This design comes from an exercise in tuning for small area, a short achievable clock period and few clock cycles per item on the open sky130 flow, not from production work.
In this exercise RTL edits were held to simulation tests only and were not proved equivalent to the original.
Power is estimated from default activity; no workload was simulated.

Setup of pepper:
## vmicro16_core
module vmicro16_core # (
    parameter DATA_WIDTH = 16,
    parameter CORE_ID    = 0
) (
    input         clk,
    input         reset,
    output [7:0]  dbug,
    output        halt,
    input  [7:0]   ints,
    input  [127:0] ints_data,
    output [7:0]   ints_ack,
    output reg [22:0] w_PADDR,
    output reg        w_PWRITE,
    output reg        w_PSELx,
    output reg        w_PENABLE,
    output reg [15:0] w_PWDATA,
    input      [15:0] w_PRDATA,
    input             w_PREADY,
    output [22:0] w2_PADDR,
    output        w2_PWRITE,
    output        w2_PSELx,
    output        w2_PENABLE,
    output [15:0] w2_PWDATA,
    input  [15:0] w2_PRDATA,
    input         w2_PREADY
);
For scale: about 5,200 cells after synthesis, roughly 1,700 flip-flops, about 270 I/O pins, roughly 78,000 um^2 of cells after synthesis.
clock: 10.0 ns
lec_check: 0
cap_margin: 20
core_margin: 2
core_utilization: 50
place_density: 0.7
setup_slack_margin: 5
slew_margin: 20
tns_end_percent: 5
standard.sh (not shown) runs the stock make flow with config.mk's settings and CLKGATE_MAP_FILE= SYNTH_SCRIPT=/design/flow/synth_recipe.tcl, a recipe that flattens the netlist after the stock synthesis.
==> flow/flow/run.sh <==
#!/bin/bash
# The standard layout, with the timing repair aiming further below the clock
# period than config.mk's settings allow, and port buffers of a plain buffer
# cell instead of the slow delay buffer that buffer_ports picks by default.
set -euo pipefail
bash standard.sh SETUP_SLACK_MARGIN=7 \
    "BUFFER_PORTS_ARGS=-buffer_cell sky130_fd_sc_hd__buf_4" finish > standard.log 2>&1
Testbench counts of pepper, summed over its fixed seeds: cycles 5,964, items 5,575.
--- input diff pepper..sierra ---
diff --git a/flow/config.mk b/flow/config.mk
--- a/flow/config.mk
+++ b/flow/config.mk
@@ -9,3 +9,3 @@
 export CORE_MARGIN = 2
-export CORE_UTILIZATION = 50
+export CORE_UTILIZATION = 40
 export PLACE_DENSITY = 0.7
Notes after the runs:
In terms of number of failing setup endpoints in the final timing report, pepper and sierra differ only marginally.
Of pepper and sierra, the higher mean number of vias per cell belongs to pepper.
Sort pepper and sierra by core area, ascending, and pepper comes first.
Comparing pepper and sierra, the higher area occupied by multi-input gates is on pepper.
sierra vs. pepper: clock-buffer cell count moved down; total die area moved up; layout buffering overhead excluding clock cells moved up; critical path depth moved down.
Compare pepper and sierra | total buffers and inverters traversed by the critical path higher: pepper
Going from pepper to sierra, total via count after detailed routing shrank slightly.
Between sierra and pepper, it is sierra whose overall track demand over capacity in global routing is lower, by 7.3 points.


## run a
Another version of the RTL of vmicro16_core (not shown whole).
Size: ~5100 cells after synthesis, about 1700 flip-flops, about 77000 sq um of cells after synthesis.
Settings: LEC_CHECK=0, CAP_MARGIN=20, CORE_MARGIN=2, CORE_UTILIZATION=40, SETUP_SLACK_MARGIN=5, SLEW_MARGIN=20, TNS_END_PERCENT=5; clock period 10.0 ns.
==> flow/flow/run.sh <==
#!/bin/bash
# The standard layout, with the timing repair aiming further below the clock
# period than config.mk's settings allow.
set -euo pipefail
bash standard.sh SETUP_SLACK_MARGIN=7 finish > standard.log 2>&1
Having completed the whole flow, run a delivered a layout that passed the timing, DRC and antenna checks.
Testbench counts of run a, summed over its fixed seeds: cycles 5,964, items 5,575.
The inputs of run b differ from those of run a as listed below.
- PLACE_DENSITY: unset -> 0.7
- CTS_CLUSTER_SIZE: unset -> 16
- CTS_BUF_LIST: unset -> sky130_fd_sc_hd__clkbuf_8
--- outcome ---
- Route | run b vs run a | wire shorter in run b
- Run b has number of levels the H-tree was split into above what run a had.
- For run b, the start point of the critical path was e_rlo[1], unlike run a, where it was ex[1].
- Row utilization: run b lower / run a higher
- Sort run a and run b by non-clock buffer count, descending, and run a comes first.


vmicro16_core, a different RTL version from the one above (not shown whole).
Size in the first run: ~270 I/O pins, about 77,000 um^2 of cells after synthesis.
export LEC_CHECK = 0
export CAP_MARGIN = 20
export CORE_MARGIN = 2
export CORE_UTILIZATION = 45
export PLACE_DENSITY = 0.8
export SETUP_SLACK_MARGIN = 5
export SLEW_MARGIN = 20
export TNS_END_PERCENT = 5
create_clock -name core_clock -period 10.0 [get_ports {clk}]
==> flow/flow/run.sh <==
#!/bin/bash
# The standard layout, with the timing repair aiming further below the clock
# period than config.mk's settings allow, and port buffers of a plain buffer
# cell instead of the slow delay buffer that buffer_ports picks by default.
set -euo pipefail
bash standard.sh SETUP_SLACK_MARGIN=7 \
    "BUFFER_PORTS_ARGS=-buffer_cell sky130_fd_sc_hd__buf_4" finish > standard.log 2>&1
The baseline finished with timing, DRC and antenna clean.
Testbench counts at the start, summed over its fixed seeds: cycles 5,964, items 5,575.
Then changed:
CORE_UTILIZATION = 40   (was 45)
PLACE_DENSITY = 0.7   (was 0.8)
Outcome: Worst hold slack gets worse by 0.0067 ns. Critical path depth increases by 4. Non-clock buffer count increases by 61. Via count decreases by 6.3%. Routed wire length decreases by 9.2%. Global-route usage decreases by 6.1 points. Total power decreases by 2.0%. Setup slack gets better by 0.46 ns. Clock power decreases by 3.2%. Clock skew decreases by 0.036 ns.

## afterwards: timing with drivers on the ports
The results above use ideal ports. As a check the final layouts listed here were re-extracted and re-timed, cells and wires unchanged. Step 1, drivers: a clkbuf_16 drives clk and a buf_2 each remaining input, both assumed. Step 2 moves the port delays by t, midway between the first and last clock arrival at a register: inputs arrive t later, outputs are due t later. That takes back most of the time a late clock gives input paths. a / b / c = ideal ports / drivers / drivers and shift; a / b = the first two.
run	shift t [ns]	setup slack, ns	hold slack, ns
pepper	0.893	5.868 / 5.868 / 5.629	0.411 / 0.411 / 0.411
sierra	0.891	5.965 / 5.940 / 5.528	0.424 / 0.424 / 0.424
run a	0.940	5.805 / 5.805 / 5.267	0.423 / 0.423 / 0.423
run b	1.074	5.770 / 5.770 / 5.250	0.428 / 0.428 / 0.428
the first run of note 3	0.911	5.300 / 5.300 / 5.300	0.420 / 0.420 / 0.420
the second run of note 3	0.917	5.764 / 5.764 / 5.440	0.413 / 0.413 / 0.413
After both steps every run listed still meets setup and hold. For run a, which loses most, drivers alone change the setup slack by 0.000 ns; drivers and shift together by -0.538 ns.
